Source: an optimization exercise on an open RTL-to-GDS flow (aim: small area and a short achievable clock period). Production flows keep margins and buffers that such runs may drop.
Function was not checked in any run shown here: the RTL went through the layout flow alone.
No activity file was given, so power comes from the tool's default toggle rates.

==> flow/design.v, too long to show whole: its modules and the start of the top module <==
// module divmodder: 2499 lines
module divmodder #(parameter WIDTH = 32, parameter LATENCY = 4) (
  input clock, input reset,
  input [WIDTH-1:0] in1, input [WIDTH-1:0] in2,
  output [WIDTH-1:0] div, output [WIDTH-1:0] mod);
  // ...
==> flow/flow/run.sh <==
#!/bin/bash
# The standard layout, with plain buf_1 cells as the port buffers
# (instead of the default delay-buffer cells), and timing repair asked
# to leave a setup margin, so that it speeds up the critical paths.
set -euo pipefail
bash standard.sh "BUFFER_PORTS_ARGS=-buffer_cell sky130_fd_sc_hd__buf_1" "SETUP_SLACK_MARGIN=64.5" finish > standard.log 2>&1
==> flow/standard.sh <==
#!/bin/bash
# synth_recipe.tcl (not shown) runs the flow's synth.tcl, then flattens the netlist and writes it again
# the make line also repeats each setting of config.mk as NAME=value (left out here)
make -C /OpenROAD-flow-scripts/flow DESIGN_CONFIG=/design/flow/config.mk WORK_HOME=/design/flow/orfs CLKGATE_MAP_FILE= SYNTH_SCRIPT=/design/flow/synth_recipe.tcl "${@:-finish}"
==> flow/config.mk <==
export PLATFORM = sky130hd
export DESIGN_NAME = divmodder
export DESIGN_NICKNAME = divmodder
export VERILOG_FILES = /design/flow/design.v
export SDC_FILE = /design/flow/constraint.sdc
export NUM_CORES = 4
export LEC_CHECK = 0
export ABC_AREA = 1
export CAP_MARGIN = 20
export CORE_MARGIN = 2
export CORE_UTILIZATION = 55
export SLEW_MARGIN = 20
==> flow/constraint.sdc <==
create_clock -name core_clock -period 85.0 [get_ports {clock}]
set_input_delay 17.0000 -clock core_clock [delete_from_list [all_inputs] [get_ports {clock}]]
set_output_delay 17.0000 -clock core_clock [all_outputs]
set_load 0.01 [all_outputs]
==> metrics.csv, run 1 <==
stage;metric;value;unit
grt;GRT met2 Usage;50.7;%
setup_path;flop-to-flop setup slack;65.45;ns
cells_and_area;fraction of area in multi-input gates;67.4;%
logic_synthesis;net count after synthesis;5784;
logic_synthesis;most frequent cell after synthesis;nand2_1;
timing;fin crit period;19.96;ns
floorplan;Core Footprint;0.0630;sq mm
worst_hold_path;Worst Hold Class;flip-flop to flip-flop;
detailed_routing;Via density;5.35;
pwr;switching part of the total power;40.5;%
cts;Worst-Skew Late Latency;0.58;ns
cells_and_area;Top class by area;multi-input combinational cells;
cts;clk slew on worst S/H paths;0.06;ns
cells_and_area;sequential cell area share;14.6;%
grt;grt met1 use;37.6;%
timing;max_slew headroom;26.0;%
outcome;outcome;timing/DRC/antenna clean;
setup_path;Worst Path Buf+Inv;3;
setup_path;Critical Path AT;20.38;ns
detailed_routing;Routed met3 length;4790;microns
worst_hold_path;Worst Hold Path EP;s4_q[9];
setup_path;WP data required;85.42;ns
floorplan;die height;256;microns
setup_path;Max FO, Critical Path;3;
logic_synthesis;Mapped Avg Cell Area;6.86;sq um
cells_and_area;# fillers;5864;
pwr;combinational power;271;uW
detailed_routing;DR WL met2;48100;microns
detailed_routing;1st-pass router iterations;8;
pwr;Clock Power;168;uW
timing;Fin Hold WS;0.324;ns
pwr;Static Leakage;21.1;nW
logic_synthesis;cells after synthesis;5097;
grt;most used routing layer;met2;
pwr;switching power;243;uW
placed_design;Final HPWL DP;73900;microns
detailed_routing;Final ANT Viol Nets;0;
cells_and_area;final-stage net count;6074;
floorplan;Die X;256;microns
==> run 2: changes to the inputs <==
--- a/flow/design.v
+++ b/flow/design.v
@@ -389,19 +389,27 @@
   wire P12_21 = P12_12 & P12_16;
   wire G12_22 = G12_17 | (P12_17 & G12_16);
   wire P12_22 = P12_17 & P12_16;
   wire [13:0] bw12 = {G12_22, G12_21, G12_20, G12_19, G12_18, G12_16, G12_15, G12_14, G12_13, G12_8, G12_7, G12_1, gg12[0], 1'b0};
   wire [12:0] df12 = ~pg12 ^ bw12[12:0];
   wire ge12 = ~bw12[13] & ~hi12;
   wire [12:0] r13 = ge12 ? df12 : t12;
   wire [12:0] q13 = {q12, ge12};
-  wire [13:0] t13 = {r13, s1_a[18]};
-  wire hi13 = |s1_d[31:14];
-  wire [13:0] dd13 = s1_d[13:0];
+  reg [31:0] s2_d;
+  always @(posedge clock) s2_d <= s1_d;
+  reg [18:0] s2_a;
+  always @(posedge clock) s2_a <= s1_a[18:0];
+  reg [12:0] s2_r;
+  always @(posedge clock) s2_r <= r13;
+  reg [12:0] s2_q;
+  always @(posedge clock) s2_q <= q13;
+  wire [13:0] t13 = {s2_r, s2_a[18]};
+  wire hi13 = |s2_d[31:14];
+  wire [13:0] dd13 = s2_d[13:0];
   wire [13:0] pg13 = ~(t13 ^ dd13);
   wire [13:0] gg13 = ~t13 & dd13;
   wire G13_1 = gg13[1] | (pg13[1] & gg13[0]);
   wire P13_1 = pg13[1] & pg13[0];
   wire G13_2 = gg13[3] | (pg13[3] & gg13[2]);
   wire P13_2 = pg13[3] & pg13[2];
   wire G13_3 = gg13[5] | (pg13[5] & gg13[4]);
   wire P13_3 = pg13[5] & pg13[4];
@@ -448,26 +456,18 @@
   wire G13_24 = G13_18 | (P13_18 & G13_17);
   wire P13_24 = P13_18 & P13_17;
   wire G13_25 = G13_19 | (P13_19 & G13_17);
   wire P13_25 = P13_19 & P13_17;
   wire [14:0] bw13 = {G13_25, G13_24, G13_23, G13_22, G13_21, G13_20, G13_17, G13_16, G13_15, G13_14, G13_9, G13_8, G13_1, gg13[0], 1'b0};
   wire [13:0] df13 = ~pg13 ^ bw13[13:0];
   wire ge13 = ~bw13[14] & ~hi13;
   wire [13:0] r14 = ge13 ? df13 : t13;
-  wire [13:0] q14 = {q13, ge13};
-  reg [31:0] s2_d;
-  always @(posedge clock) s2_d <= s1_d;
-  reg [17:0] s2_a;
-  always @(posedge clock) s2_a <= s1_a[17:0];
-  reg [13:0] s2_r;
-  always @(posedge clock) s2_r <= r14;
-  reg [13:0] s2_q;
-  always @(posedge clock) s2_q <= q14;
-  wire [14:0] t14 = {s2_r, s2_a[17]};
+  wire [13:0] q14 = {s2_q, ge13};
+  wire [14:0] t14 = {r14, s2_a[17]};
   wire hi14 = |s2_d[31:15];
   wire [14:0] dd14 = s2_d[14:0];
   wire [14:0] pg14 = ~(t14 ^ dd14);
   wire [14:0] gg14 = ~t14 & dd14;
   wire G14_1 = gg14[1] | (pg14[1] & gg14[0]);
   wire P14_1 = pg14[1] & pg14[0];
   wire G14_2 = gg14[3] | (pg14[3] & gg14[2]);
   wire P14_2 = pg14[3] & pg14[2];
@@ -522,17 +522,17 @@
   wire G14_27 = G14_20 | (P14_20 & G14_18);
   wire P14_27 = P14_20 & P14_18;
   wire G14_28 = G14_21 | (P14_21 & G14_18);
   wire P14_28 = P14_21 & P14_18;
   wire [15:0] bw14 = {G14_28, G14_27, G14_26, G14_25, G14_24, G14_23, G14_22, G14_18, G14_17, G14_16, G14_15, G14_9, G14_8, G14_1, gg14[0], 1'b0};
   wire [14:0] df14 = ~pg14 ^ bw14[14:0];
   wire ge14 = ~bw14[15] & ~hi14;
   wire [14:0] r15 = ge14 ? df14 : t14;
-  wire [14:0] q15 = {s2_q, ge14};
+  wire [14:0] q15 = {q14, ge14};
   wire [15:0] t15 = {r15, s2_a[16]};
   wire hi15 = |s2_d[31:16];
   wire [15:0] dd15 = s2_d[15:0];
   wire [15:0] pg15 = ~(t15 ^ dd15);
   wire [15:0] gg15 = ~t15 & dd15;
   wire G15_1 = gg15[1] | (pg15[1] & gg15[0]);
   wire P15_1 = pg15[1] & pg15[0];
   wire G15_2 = gg15[3] | (pg15[3] & gg15[2]);
@@ -2483,17 +2483,18 @@
   wire P31_78 = P31_62 & P31_56;
   wire G31_79 = G31_63 | (P31_63 & G31_56);
   wire P31_79 = P31_63 & P31_56;
   wire G31_80 = G31_64 | (P31_64 & G31_56);
   wire P31_80 = P31_64 & P31_56;
   wire [32:0] bw31 = {G31_80, G31_79, G31_78, G31_77, G31_76, G31_75, G31_74, G31_73, G31_72, G31_71, G31_70, G31_69, G31_68, G31_67, G31_66, G31_65, G31_56, G31_55, G31_54, G31_53, G31_52, G31_51, G31_50, G31_49, G31_36, G31_35, G31_34, G31_33, G31_18, G31_17, G31_1, gg31[0], 1'b0};
   wire [31:0] df31 = ~pg31 ^ bw31[31:0];
   wire ge31 = ~bw31[32] & ~hi31;
-  wire [31:0] r32 = ge31 ? df31 : t31;
   wire [31:0] q32 = {q31, ge31};
-  reg [31:0] s4_r;
-  always @(posedge clock) s4_r <= r32;
+  reg [31:0] s4_t;
+  always @(posedge clock) s4_t <= t31;
+  reg [31:0] s4_df;
+  always @(posedge clock) s4_df <= df31;
   reg [31:0] s4_q;
   always @(posedge clock) s4_q <= q32;
   assign div = s4_q;
-  assign mod = s4_r;
+  assign mod = (s4_q[0] ? s4_df : s4_t);
 endmodule
==> flow/flow/run.sh (replaced) <==
#!/bin/bash
# The standard layout, with plain buf_1 cells as the port buffers
# (instead of the default delay-buffer cells), and timing repair asked
# to leave a setup margin, so that it speeds up the critical paths.
set -euo pipefail
bash standard.sh "BUFFER_PORTS_ARGS=-buffer_cell sky130_fd_sc_hd__buf_1" "SETUP_SLACK_MARGIN=65" finish > standard.log 2>&1
==> flow/config.mk (replaced) <==
export PLATFORM = sky130hd
export DESIGN_NAME = divmodder
export DESIGN_NICKNAME = divmodder
export VERILOG_FILES = /design/flow/design.v
export SDC_FILE = /design/flow/constraint.sdc
export NUM_CORES = 4
export LEC_CHECK = 0
export ABC_AREA = 1
export CAP_MARGIN = 20
export CORE_MARGIN = 2
export CORE_UTILIZATION = 40
export SLEW_MARGIN = 20
==> run 2 against run 1 <==
Net effect: largest power group unchanged; critical endpoint unchanged; worst setup slack better by 0.38 ns; cell count is 4.6% higher; sequential share of layout area is 1.0 points higher; area after synthesis is 1.7% higher; flip-flop and latch count is 31 higher; via count is 1.6% lower.
==> metrics.csv, run 2 <==
stage;metric;value;unit;change
logic_synthesis;Mapped Avg Cell Area;7.02;sq um;+2.4%
timing;Final Skew;0.0476;ns;
logic_synthesis;most frequent cell after synthesis;nand2_1;;
floorplan;DIE AREA;0.0912;sq mm;
timing;Hold Fails Final Rpt;0;;
detailed_routing;Via density;5.03;;-6.0%
placed_design;placed inst area;0.0372;sq mm;
timing;unrepaired setup endpoints after global routing;no;;
grt;most used routing layer;met2;;
logic_synthesis;Cell Area, Synth;0.0355;sq mm;
cells_and_area;most frequent cells in the layout;nand2_1, inv_1, ha_1;;
logic_synthesis;Area contributors post-synth;dfxtp_1, ha_1, nand2_1;;
detailed_routing;initial detailed-routing violation count;1737;;
timing;setup TNS;0;ns;
setup_path;kind of critical path;input port to flip-flop;;
worst_hold_path;Worst Hold Class;flip-flop to flip-flop;;
logic_synthesis;post-synthesis adder-cell area fraction;24.5;%;
timing;final worst path period share;23.0;%;
floorplan;Boundary Pins;130;;
setup_path;r2r worst-path depth;126;;
logic_synthesis;xor/xnor cell area share of the yosys netlist;6.58;%;
logic_synthesis;largest area contributor in the netlist;dfxtp_1;;
job;# Max-Cap Violations;0;;
setup_path;WP data required;85.52;ns;+0.10 ns
logic_synthesis;share of the synthesized area in the top cell type;18.4;%;
cells_and_area;layout cell share with drive strength beyond 1;15.3;%;
setup_path;R2R Path End;s3_r[17];;
detailed_routing;Final ANT Viol Nets;0;;unchanged
timing;max_slew headroom;32.8;%;+6.8 points
grt;first-pass GRT wire length;155000;microns;
grt;largest net degree at the start of global routing;63;;
cells_and_area;final instance area;0.0420;sq mm;
worst_hold_path;Hold Path Origin;s3_q[20];;
worst_hold_path;WHS Path Cells;0;;
cts;Clock Tree Buf Depth;3;;
grt;initial antenna violation count;4;;
cells_and_area;# fillers;8825;;+50%
floorplan;site row count;109;;
logic_synthesis;Synth Warn #;1;;
setup_path;Critical R2R Launch;s2_d[1];;
setup_path;Max FO, Critical Path;3;;unchanged
floorplan;Core Footprint;0.0882;sq mm;+40%
cts;H-tree lvl count;2;;
cells_and_area;final-stage net count;6043;;-0.51%
pwr;PD cells;15.1;mW/mm^2;
timing;maximum clock frequency;51.1;MHz;
detailed_routing;DR vias;33000;;
floorplan;Initial Utilization;40.3;%;
cells_and_area;Reg area;0.00656;sq mm;
logic_synthesis;largest family of logic cells by synthesized area;simple AND/OR/NAND/NOR gates;;
timing;actual slew at the worst max-slew pin;1.01;ns;
logic_synthesis;post-synthesis cell type count;72;;
floorplan;die height;302;microns;+18%
setup_path;cell breakdown of the critical path;buf_1 > or2_2 > nor3_1 > nand4_1 > nor4b_1 > inv_1 > nor2_1 > nor2_1 > a21oi_1 > fa_1 > nand3b_1 > nor4_1 > inv_1 > o21ai_0;;
cts;clk root buf;clkbuf_16;;
worst_hold_path;Worst Hold Path EP;s4_q[29];;
grt;GRT met2 Usage;36.4;%;-14 points
pwr;worst vdd ir;0.0197;mV;
logic_synthesis;post-synthesis compound-gate area fraction;10.7;%;
logic_synthesis;net count after synthesis;5748;;-0.62%
cts;CTS sink count;326;;
setup_path;Critical Path AT;20.10;ns;-0.28 ns
logic_synthesis;top_reg_cell synth;dfxtp_1;;
cts;Worst-Skew Late Latency;0.63;ns;+0.05 ns
grt;Total GRT Usage;21.0;%;
logic_synthesis;asr flop ratio synth;0;%;
detailed_routing;Total Wirelength;102000;microns;
setup_path;flop-to-flop setup slack;66.11;ns;+0.66 ns
cts;Num CTS Buffers;40;;
outcome;outcome;timing/DRC/antenna clean;;
timing;Max Slew Vio Count;0;;
setup_path;type of origin of the critical path;input port;;
setup_path;max incr delay on CP;0.49;ns;
logic_synthesis;top cells by count, synth;nand2_1, inv_1, ha_1, nand3_1, dfxtp_1;;
logic_synthesis;EDFF count, synth;0;;
timing;fin crit period;19.58;ns;-0.376 ns
grt;GRT met3 Usage;1.75;%;
logic_synthesis;FF+latch count, synth;326;;
pwr;Static Leakage;21.5;nW;+1.9%
grt;grt met1 use;27.9;%;-9.6 points
placed_design;RePlAce Congestion;0.911;;
detailed_routing;drt wl/cell;15.5;microns;
logic_synthesis;sequential fraction of the synthesis area;18.4;%;
setup_path;kind of end point of the critical path;flip-flop;;
grt;gr ovfl total;0;;
placed_design;Buffers on Ports;128;;
setup_path;Max stage delay cell, worst path;nor4_1;;
logic_synthesis;post-synthesis mux area share;1.13;%;
placed_design;Final HPWL DP;75200;microns;+1.7%
cts;clk slew on worst S/H paths;0.06;ns;about the same
logic_synthesis;cells after synthesis;5062;;-0.69%
logic_synthesis;Simple-Gate Fraction of Synth Area;30.0;%;
cells_and_area;area added between synthesis and finish;18.3;%;
detailed_routing;DRC violation count after routing;0;;
cells_and_area;most common cell after layout, fill and taps aside;nand2_1;;
pwr;Total Power;635;uW;
cells_and_area;Multi-input gate area;0.0275;sq mm;
detailed_routing;1st-pass router iterations;7;;-1
timing;final setup violation count;0;;
grt;vias in the first global route;30600;;
floorplan;Die X;302;microns;+18%
cts;TritonCTS clock tree;built;;
[run 2: cell count changes after synthesis, moves of 15 or more]
cell / previous run / this run
dfxtp_1: 295 / 326
nor2_1: 219 / 202
nand3_1: 575 / 467
and2_1: 88 / 44
mux2_2: 0 / 32
o21ai_2: 15 / 43
o21ai_0: 96 / 111
[run 2: worst max path at each step]
stage	startpoint	endpoint	slack, ns	cells after the start
after floorplan	in2[18]	s1_r[0]	65.89	14
final	in2[19]	s1_r[0]	65.42	14
after global placement	s2_d[5]	s3_r[9]	62.21	121
after detailed placement	s2_d[5]	s3_r[14]	62.06	125
after CTS	s3_d[0]	s4_df[30]	65.00	140
after global routing	s2_d[1]	s3_r[17]	64.65	140
[run 2: final cells by class]
type / count / area share (%)
multi-input cells: 3980 / 65.4
flip-flops and latches: 326 / 15.6
inverters: 685 / 6.33
repair buffers: 317 / 5.80
well taps: 1165 / 3.47
clock buffers: 48 / 2.57
clock inverters: 23 / 0.664
repair inverters: 7 / 0.128
diodes: 1 / 0.00595
[run 2: metal layers]
| layer | part of all wire, % | routed length [microns] | up-vias |
|---|---|---|---|
| li1 | - | - | 17100 |
| met1 | 47 | 47200 | 15200 |
| met2 | 47 | 47500 | 633 |
| met3 | 4.1 | 4170 | 137 |
| met4 | 2.7 | 2690 | 0 |
| met5 | 0 | 0 | - |
[run 2: through the flow]
stage	setup WS, ns	util [%]	hold slack [ns]	instances
final	65.42	47.7	0.323	6552
after global routing	64.65	47.6	0.329	6551
after CTS	65.00	44.5	0.326	6411
after detailed placement	62.06	42.2	0.312	6300
after global placement	62.21	42.2	0.311	6300
after floorplan	65.89	-	0.310	5062
[run 2: what timing repair did]
action | in CTS | in global routing
gates cloned | 10 | 29
endpoints found under the setup margin | 71 | 69
pin swaps | 7 | 86
hold buffers | 0 | 0
setup buffers | 30 | 111
gates resized for setup | 91 | 325
[run 2: logic make-up (layout without fill, tap and decap cells)]
kind of cell,Yosys count,after routing
multiplexers,36,36
adder cells (fa/ha/maj),620,620
AO/OA/AOI/OAI,638,639
AND/OR/NAND/NOR,2402,2418
XOR/XNOR,267,267
buffers and inverters,773,1080
other,0,1
flip-flops,326,326
[run 2: critical path, delay by kind of cell]
family | cells | cell delay (ns)
adders and majority gates | 1 | 0.22
buffers and inverters | 3 | 0.41
and+or+nand+nor | 8 | 2.02
AOI/OAI and AO/OA | 2 | 0.44
[run 2: report_power, final]
group / total (mW) / switching (mW) / internal, mW
registers: 0.183 / 0.0114 / 0.171
logic: 0.275 / 0.162 / 0.114
clock network: 0.176 / 0.0745 / 0.102
total: 0.635 / 0.247 / 0.387
==> run 3: changes to the inputs <==
==> flow/flow/run.sh (replaced) <==
#!/bin/bash
# The standard layout, with plain buf_1 cells as the port buffers
# (instead of the default delay-buffer cells), and timing repair asked
# to leave a setup margin, so that it speeds up the critical paths.
set -euo pipefail
bash standard.sh "BUFFER_PORTS_ARGS=-buffer_cell sky130_fd_sc_hd__buf_1" "SETUP_SLACK_MARGIN=64.5" finish > standard.log 2>&1
--- a/flow/config.mk
+++ b/flow/config.mk
@@ -8,5 +8,5 @@
 export ABC_AREA = 1
 export CAP_MARGIN = 20
 export CORE_MARGIN = 2
-export CORE_UTILIZATION = 40
+export CORE_UTILIZATION = 55
 export SLEW_MARGIN = 20
==> run 3 against run 2 <==
Net effect: clock power is 5% higher; hold slack better by 0.00096 ns; synthesized cell count did not move; highest routed layer unchanged; wire length is 0.12% higher; critical endpoint unchanged; largest cell class unchanged; area after synthesis is the same.
==> metrics.csv, run 3 <==
stage;metric;value;unit;change
outcome;outcome;timing/DRC/antenna clean;;
cts;Num CTS Buffers;41;;+2.5%
setup_path;r2r worst-path depth;119;;-5.6%
pwr;power share of the sequential group;28.8;%;about the same
logic_synthesis;top cells by count, synth;nand2_1, inv_1, ha_1, nand3_1, dfxtp_1;;
cts;clk root buf;clkbuf_16;;
setup_path;Worst Path Buf+Inv;3;;unchanged
timing;final setup violation count;0;;unchanged
logic_synthesis;Simple-Gate Fraction of Synth Area;30.0;%;unchanged
floorplan;Core Footprint;0.0641;sq mm;-27%
pwr;cell-internal power;390;uW;+0.72%
timing;Fin Hold WS;0.324;ns;+0.000964 ns
setup_path;Critical Path AT;20.14;ns;+0.04 ns
logic_synthesis;FF+latch count, synth;326;;unchanged
logic_synthesis;post-synthesis adder-cell area fraction;24.5;%;unchanged
logic_synthesis;xor/xnor cell area share of the yosys netlist;6.58;%;unchanged
placed_design;Final HPWL DP;75300;microns;about the same
cells_and_area;most common cell after layout, fill and taps aside;nand2_1;;
cells_and_area;layout cell share with drive strength beyond 1;14.4;%;-0.91 points
timing;Max Slew Vio Count;0;;unchanged
cells_and_area;Layout Utilization;64.3;%;+17 points
grt;Total GRT Usage;28.7;%;+7.7 points
cts;CTS sink count;326;;unchanged
pwr;switching part of the total power;38.8;%;-0.17 points
grt;first-pass GRT wire length;155000;microns;about the same
floorplan;Die X;258;microns;-15%
timing;unrepaired setup endpoints after global routing;no;;
cells_and_area;final-stage net count;6057;;+0.23%
cells_and_area;# fillers;6062;;-31%
cells_and_area;fin cells;6258;;-4.5%
detailed_routing;Total Wirelength;102000;microns;+0.12%
detailed_routing;Via density;5.34;;+6.0%
logic_synthesis;post-synthesis mux area share;1.13;%;unchanged
worst_hold_path;Worst Hold Class;flip-flop to flip-flop;;
pwr;Static Leakage;21.5;nW;about the same
cts;Clock Tree Buf Depth;3;;unchanged
detailed_routing;Final ANT Viol Nets;0;;unchanged
detailed_routing;DRC violation count after routing;0;;unchanged
placed_design;Buffers on Ports;128;;unchanged
pwr;switching power;247;uW;about the same
cts;H-tree lvl count;2;;unchanged
setup_path;cell breakdown of the critical path;buf_1 > or2_2 > nor3_1 > nand4_1 > nor4b_1 > inv_1 > nor2_1 > nor2_1 > a21oi_1 > fa_1 > nand3b_1 > nor4_1 > inv_1 > o21ai_0;;
setup_path;Max stage delay cell, worst path;nor4b_1;;
pwr;worst vdd ir;0.0193;mV;-2.0%
setup_path;Critical Path Stages;14;;unchanged
logic_synthesis;most frequent cell after synthesis;nand2_1;;
cells_and_area;most frequent cells in the layout;nand2_1, inv_1, ha_1;;
logic_synthesis;top_reg_cell synth;dfxtp_1;;
logic_synthesis;largest family of logic cells by synthesized area;simple AND/OR/NAND/NOR gates;;
timing;final worst path period share;23.2;%;+0.13 points
logic_synthesis;largest area contributor in the netlist;dfxtp_1;;
cells_and_area;area added between synthesis and finish;16.1;%;
detailed_routing;1st-pass router iterations;6;;-1
detailed_routing;initial detailed-routing violation count;1976;;+14%
timing;actual slew at the worst max-slew pin;1.16;ns;+0.151 ns
logic_synthesis;post-synthesis compound-gate area fraction;10.7;%;unchanged
detailed_routing;drt wl/cell;16.2;microns;+4.8%
timing;maximum clock frequency;50.8;MHz;-0.55%
pwr;PD cells;15.5;mW/mm^2;+2.4%
detailed_routing;DR vias;33400;;+1.2%
logic_synthesis;Mapped Avg Cell Area;7.02;sq um;unchanged
setup_path;kind of critical path;input port to flip-flop;;
setup_path;kind of end point of the critical path;flip-flop;;
setup_path;WP data required;85.45;ns;-0.07 ns
floorplan;Boundary Pins;130;;unchanged
timing;max_slew headroom;22.2;%;-11 points
floorplan;Initial Utilization;55.4;%;+15 points
cts;Hold Buf Count CTS;0;;unchanged
timing;Hold Fails Final Rpt;0;;unchanged
cts;Worst-Skew Late Latency;0.61;ns;-0.02 ns
grt;gr ovfl total;0;;unchanged
logic_synthesis;asr flop ratio synth;0;%;unchanged
pwr;combinational share of power;42.3;%;-1.1 points
setup_path;Max FO, Critical Path;3;;unchanged
placed_design;placed insts;5979;;-5.1%
logic_synthesis;Synth Warn #;1;;unchanged
logic_synthesis;EDFF count, synth;0;;unchanged
logic_synthesis;post-synthesis cell type count;72;;unchanged
cts;clk slew on worst S/H paths;0.06;ns;about the same
timing;setup TNS;0;ns;unchanged
grt;initial antenna violation count;7;;+3
grt;largest net degree at the start of global routing;63;;unchanged
logic_synthesis;Cell Area, Synth;0.0355;sq mm;unchanged
timing;fin crit period;19.69;ns;+0.108 ns
logic_synthesis;net count after synthesis;5748;;unchanged
floorplan;DIE AREA;0.0667;sq mm;-27%
placed_design;RePlAce Congestion;0.939;;+3.1%
setup_path;max incr delay on CP;0.46;ns;-0.03 ns
floorplan;site row count;93;;-15%
cts;TritonCTS clock tree;built;;
worst_hold_path;WHS Path Cells;0;;unchanged
pwr;Clk pwr share;28.9;%;+1.1 points
floorplan;die height;258;microns;-15%
job;# Max-Cap Violations;0;;unchanged
placed_design;post-place setup slack;60.35;ns;-1.70 ns
setup_path;type of origin of the critical path;input port;;
logic_synthesis;Area contributors post-synth;dfxtp_1, ha_1, nand2_1;;
logic_synthesis;share of the synthesized area in the top cell type;18.4;%;unchanged
timing;worst setup margin;65.31;ns;-0.108 ns
logic_synthesis;sequential fraction of the synthesis area;18.4;%;unchanged
logic_synthesis;cells after synthesis;5062;;unchanged
timing;Final Skew;0.0316;ns;-0.0160 ns
setup_path;Top Family by Delay on Critical Path;simple AND/OR/NAND/NOR gates;;
grt;vias in the first global route;30500;;-0.45%
## run 3: routing by layer
| metal | share of wire [%] | track usage (%) |
|---|---|---|
| met5 | 0 | 0 |
| met4 | 2.3 | 6.63 |
| met3 | 4.8 | 3.08 |
| met2 | 48 | 50.6 |
| met1 | 45 | 37.6 |
## run 3: path summary, 6_finish.rpt
kind	start	to	slack (ns)
setup reg to reg	s1_d[0]	s2_r[5]	65.45
hold reg to reg	s2_q[6]	s3_q[16]	0.32
hold / removal	s2_q[6]	s3_q[16]	0.32
setup / recovery	in2[18]	s1_r[0]	65.31
## run 3: kinds of logic (layout without fill, tap and decap cells)
family                     after synthesis  count (layout)
and+or+nand+nor                       2402            2427
xor gates and xnor gates               267             267
DFF                                    326             326
other                                    0               2
muxes                                   36              36
buffers and inverters                  773            1086
adders and majority gates              620             620
AOI/OAI and AO/OA                      638             639
## run 3: repair_timing
item	CTS	global route
pin swaps	10	62
resized for setup	73	247
cloned	13	29
endpoints found under the setup margin	68	69
buffers inserted	35	127
## run 3: area by class of cell
cell class / instances / area, sq um / share of cell area [%]
Multi-Input combinational cell: 3989 / 27200 / 65.9
Tap cell: 855 / 1070 / 2.59
Clock buffer: 52 / 1160 / 2.81
Sequential cell: 326 / 6570 / 15.9
Timing Repair inverter: 7 / 48.8 / 0.118
Inverter: 685 / 2650 / 6.42
Clock inverter: 21 / 300 / 0.728
Antenna cell: 2 / 5.00 / 0.0121
Timing Repair Buffer: 321 / 2250 / 5.45
## run 3: metrics by stage
stage	power (mW)	instance area, sq um
final	0.637	41300
after floorplan	0.382	35500
after CTS	0.627	38900
after global placement	0.434	36700
after global routing	0.688	41300
after detailed placement	0.438	36700
## run 3: worst register-to-register path: cells and delay by family (launching register included)
kind / cells / cell delay [ns]
AOI/OAI and AO/OA: 35 / 6.01
adders and majority gates: 15 / 4.40
buffers and inverters: 20 / 2.40
DFF: 1 / 0.38
and+or+nand+nor: 49 / 6.27
## run 3: power groups by stage
stage	clock network (mW)	registers, mW	logic, mW
CTS	0.189	0.184	0.255
global placement	0	0.186	0.247
finish	0.184	0.183	0.270
global route	0.194	0.185	0.309
detailed placement	0	0.187	0.251
floorplan	0	0.182	0.200

[what the ideal ports hide]
Ports are ideal in the flow. The routed layouts listed here were re-timed in OpenROAD. Step 1 sets driving cells, clkbuf_16 on the clock port and buf_2 on the other inputs (assumed; they add their load-dependent delay and slew). Step 2 also shifts input and output timing later by t, the mid clock arrival at the registers, as if the neighbouring blocks saw the same clock. Slacks: ideal ports / drivers / drivers and shift; pairs: ideal ports / drivers.
run	shift t [ns]	slack for setup (ns)	hold WS [ns]	worst setup path after step 2	worst data-port slew with drivers (ns)
run 1	0.627	65.039 / 65.084 / 64.457	0.324 / 0.324 / 0.324	input to register	0.08
run 2	0.668	65.415 / 65.453 / 64.785	0.323 / 0.323 / 0.323	input to register	0.05
run 3	0.655	65.308 / 65.353 / 64.698	0.324 / 0.324 / 0.324	input to register	0.10
After both steps setup and hold are still met in every run listed. For run 2, which loses most, drivers alone change the setup slack by +0.038 ns; drivers and shift together by -0.630 ns.
